Source: an optimization exercise on an open RTL-to-GDS flow (aim: small area). Production flows keep margins and buffers that such runs may drop.
The RTL was checked by simulation tests, not by an equivalence proof against the original design.

build 83:
// sid_filter
module sid_filter (
    input  logic               clk,
    input  logic               rst,
    input  logic [4:0]         cycle,
    input  logic [31:0]        freg,
    input  logic               cfg_model,
    input  logic [8:0]         cfg_fc_base,
    input  logic signed [10:0] cfg_fc_offset,
    input  logic signed [21:0] voice_i,
    output logic signed [19:0] audio_o
);
clock: 18.0 ns
lec_check: 0
abc_area: 1
cap_margin: 5
core_margin: 2
core_utilization: 65
cts_buf_list: sky130_fd_sc_hd__clkbuf_8
place_density: 0.75
slew_margin: 5
synth_memory_max_bits: 32768
standard.sh (not shown) runs the stock make flow with config.mk's settings and CLKGATE_MAP_FILE= SYNTH_SCRIPT=/design/flow/synth_recipe.tcl, a recipe that flattens the netlist after the stock synthesis.
==> flow/flow/run.sh <==
#!/bin/bash
# Own layout flow: the standard synthesis, then
#  - resynth.sh re-maps the combinational cells with an area-oriented ABC
#    script (registers and full adders untouched),
#  - fixfa.py removes inverters between full adders (choosing each full
#    adder's polarity; the logic and the registers stay the same),
#  - ports are buffered with the smallest buffer (buf_1),
# then the standard layout from the synthesized netlist on.
set -euo pipefail
R=orfs/results/${FLOW_PLATFORM}/sid_filter/base
LIB=$FLOW_HOME/platforms/${FLOW_PLATFORM}/lib/sky130_fd_sc_hd__tt_025C_1v80.lib
bash standard.sh synth > synth.log 2>&1
cp $R/1_2_yosys.v $R/1_2_yosys_orig.v
bash flow/resynth.sh $LIB $R/1_2_yosys_orig.v $R/1_2_yosys_rs.v flow/resynth.abc > resynth.log 2>&1
python3 flow/fixfa.py $R/1_2_yosys_rs.v $R/1_2_yosys_fixfa.v > fixfa.log 2>&1
cp $R/1_2_yosys_fixfa.v $R/1_2_yosys.v
touch $R/1_2_yosys.v
export BUFFER_PORTS_ARGS="-buffer_cell sky130_fd_sc_hd__buf_1"
bash standard.sh > layout.log 2>&1
==> flow/flow/resynth.abc <==
&get -n
&st
&dch -f
&nf -R 1000 -p
&put
topo
stime -c
==> flow/flow/resynth.sh <==
#!/bin/bash
# Re-maps the combinational logic of a synthesized netlist with an
# area-oriented ABC script.  Flip-flops and full adders stay as they are
# (black boxes, same instance names); every other cell, half adders
# included, is read as its liberty function and mapped again.
# Usage: resynth.sh LIB in.v out.v abc_script
set -euo pipefail
LIB=$1; IN=$2; OUT=$3; SCR=$4
YOSYS=$(command -v yosys || echo "$FLOW_HOME/../tools/install/yosys/bin/yosys")
DU="-dont_use *lpflow* -dont_use *probe* -dont_use *clkbuf* -dont_use *clkinv* -dont_use *dlygate* -dont_use *dlymetal* -dont_use *clkdly*"
"$YOSYS" -p "read_liberty -ignore_miss_func $LIB; read_verilog $IN; hierarchy -top $FLOW_TOP; \
  blackbox sky130_fd_sc_hd__fa_* sky130_fd_sc_hd__df* sky130_fd_sc_hd__edf* sky130_fd_sc_hd__conb_*; \
  flatten; rename -hide w:*.*; opt_clean -purge; abc -liberty $LIB $DU -D ${FLOW_PERIOD_NS}000 -script $SCR; opt_clean; \
  hilomap -singleton -hicell sky130_fd_sc_hd__conb_1 HI -locell sky130_fd_sc_hd__conb_1 LO; \
  splitnets; opt_clean -purge; stat -liberty $LIB; write_verilog -noattr -nohex -nodec $OUT"
Other scripts of this flow, unchanged in this note and not shown: flow/flow/fixfa.py
Every stage of the flow completed for build 83, and the final layout passed the timing, DRC and antenna checks.
Changes in build 29 relative to build 83:
Settings: clearing CTS_BUF_LIST, which used to be sky130_fd_sc_hd__clkbuf_8; swapping 5 for 20 in CAP_MARGIN; swapping 5 for 20 in SLEW_MARGIN.
==> flow/flow/run.sh <==
#!/bin/bash
# Own layout flow: the standard synthesis, then
#  - fixfa.py removes inverters between full adders (choosing each full
#    adder's polarity; the logic and the registers stay the same),
#  - ports are buffered with the smallest buffer (buf_1),
# then the standard layout from the synthesized netlist on.
set -euo pipefail
R=orfs/results/${FLOW_PLATFORM}/sid_filter/base
bash standard.sh synth > synth.log 2>&1
python3 flow/fixfa.py $R/1_2_yosys.v $R/1_2_yosys_fixfa.v > fixfa.log 2>&1
cp $R/1_2_yosys.v $R/1_2_yosys_orig.v
cp $R/1_2_yosys_fixfa.v $R/1_2_yosys.v
touch $R/1_2_yosys.v
export BUFFER_PORTS_ARGS="-buffer_cell sky130_fd_sc_hd__buf_1"
bash standard.sh > layout.log 2>&1
removed: flow/flow/resynth.abc
removed: flow/flow/resynth.sh
==> comparison <==
Build 29 reached the end of the flow, and the finished layout is clean on the timing, DRC and antenna checks. Relative to build 83, the slew of the pin with the lowest slew margin of build 29 is lower by 0.13 ns. In build 29, footprint of the multi-input gates is higher than in build 83. Going from build 83 to build 29, the tapcell count was found to have gone up by 52. Across both runs, pre-CTS setup slack was higher for build 29 than for build 83. Of build 83 and build 29, the run reporting the lower fraction of area in clock buffers and inverters was build 83. | hold slack | build 29 vs build 83 | 0.016 ns higher |. Build 83 vs build 29, master of the slowest instance on the critical path: sky130_fd_sc_hd__fa_1 vs sky130_fd_sc_hd__ha_1. Build 29 against build 83; multi-input gate count is up by a few percent. Startpoint of the worst setup timing path = ph_hp: build 29; startpoint of the worst setup timing path = ph_lpbp: build 83. The area growth from synthesis to layout of build 29 is lower than that of build 83. In build 29, the clock period minus worst slack came out 0.32 ns below the value in build 83.
[inputs] build 57 vs build 29
Settings: swapping 65 for 70 in CORE_UTILIZATION; swapping 20 for 5 in SLEW_MARGIN; swapping 0.75 for 0.8 in PLACE_DENSITY; swapping 20 for 5 in CAP_MARGIN.
==> flow/flow/run.sh <==
#!/bin/bash
# Own layout flow: the standard synthesis, then
#  - resynth.sh re-maps the combinational cells with an area-oriented ABC
#    script (registers and full adders untouched),
#  - fixfa.py removes inverters between full adders (choosing each full
#    adder's polarity; the logic and the registers stay the same),
#  - ports are buffered with the smallest buffer (buf_1),
# then the standard layout from the synthesized netlist on.
set -euo pipefail
R=orfs/results/${FLOW_PLATFORM}/sid_filter/base
LIB=$FLOW_HOME/platforms/${FLOW_PLATFORM}/lib/sky130_fd_sc_hd__tt_025C_1v80.lib
bash standard.sh synth > synth.log 2>&1
cp $R/1_2_yosys.v $R/1_2_yosys_orig.v
bash flow/resynth.sh $LIB $R/1_2_yosys_orig.v $R/1_2_yosys_rs.v flow/resynth.abc > resynth.log 2>&1
python3 flow/fixfa.py $R/1_2_yosys_rs.v $R/1_2_yosys_fixfa.v > fixfa.log 2>&1
cp $R/1_2_yosys_fixfa.v $R/1_2_yosys.v
touch $R/1_2_yosys.v
export BUFFER_PORTS_ARGS="-buffer_cell sky130_fd_sc_hd__buf_1"
bash standard.sh > layout.log 2>&1
==> flow/flow/resynth.abc (new file) <==
&get -n
&st
&dch -f
&nf -R 1000 -p
&put
topo
stime -c
==> flow/flow/resynth.sh (new file) <==
#!/bin/bash
# Re-maps the combinational logic of a synthesized netlist with an
# area-oriented ABC script.  Flip-flops and full adders stay as they are
# (black boxes, same instance names); every other cell, half adders
# included, is read as its liberty function and mapped again.
# Usage: resynth.sh LIB in.v out.v abc_script
set -euo pipefail
LIB=$1; IN=$2; OUT=$3; SCR=$4
YOSYS=$(command -v yosys || echo "$FLOW_HOME/../tools/install/yosys/bin/yosys")
DU="-dont_use *lpflow* -dont_use *probe* -dont_use *clkbuf* -dont_use *clkinv* -dont_use *dlygate* -dont_use *dlymetal* -dont_use *clkdly*"
"$YOSYS" -p "read_liberty -ignore_miss_func $LIB; read_verilog $IN; hierarchy -top $FLOW_TOP; \
  blackbox sky130_fd_sc_hd__fa_* sky130_fd_sc_hd__df* sky130_fd_sc_hd__edf* sky130_fd_sc_hd__conb_*; \
  flatten; rename -hide w:*.*; opt_clean -purge; abc -liberty $LIB $DU -D ${FLOW_PERIOD_NS}000 -script $SCR; opt_clean; \
  hilomap -singleton -hicell sky130_fd_sc_hd__conb_1 HI -locell sky130_fd_sc_hd__conb_1 LO; \
  splitnets; opt_clean -purge; stat -liberty $LIB; write_verilog -noattr -nohex -nodec $OUT"
[summary]
- Relative to build 29, the fmax measured on build 57 has decreased slightly.
- Between build 57 and build 29, the critical path depth is lower for build 29.
- Relative to build 29, layout overhead on the synthesized area has gone up in build 57.
- Looking at number of global-route vias before repair across build 57 and build 29, the one that comes out lower is build 29.
- Going from build 29 to build 57, routed wire length moved up.
- Build 57 vs. build 29: path depth of the worst reg2reg path higher, clock-buffer cell count fell by 2, worst-case setup margin in the final layout decreased 0.33 ns, number of antenna violations at the first check in global routing rose by 4.

==> static timing again, ports no longer ideal <==
In the flow no input, the clock included, has a driving cell. The finished layouts below were timed again as built, in two steps.
Step 1: set_driving_cell puts a clkbuf_16 on clk and a buf_2 on each other input, an assumption about the parent block.
Step 2 times the ports against the registers' clock, not the clock port: input delays grow and output delays shrink by t, the midpoint of the rising clock arrivals with the driver on.
Slacks: no drivers / after step 1 / after step 2; pairs: no drivers / after step 1.
| run | shift t [ns] | setup slack, ns | worst setup path after step 2 |
|---|---|---|---|
| build 83 | 0.554 | 0.518 / 0.518 / 0.518 | register to register |
| build 29 | 0.512 | 0.836 / 0.836 / 0.836 | register to register |
| build 57 | 0.500 | 0.508 / 0.508 / 0.508 | register to register |
After both steps every run listed still meets setup and hold.
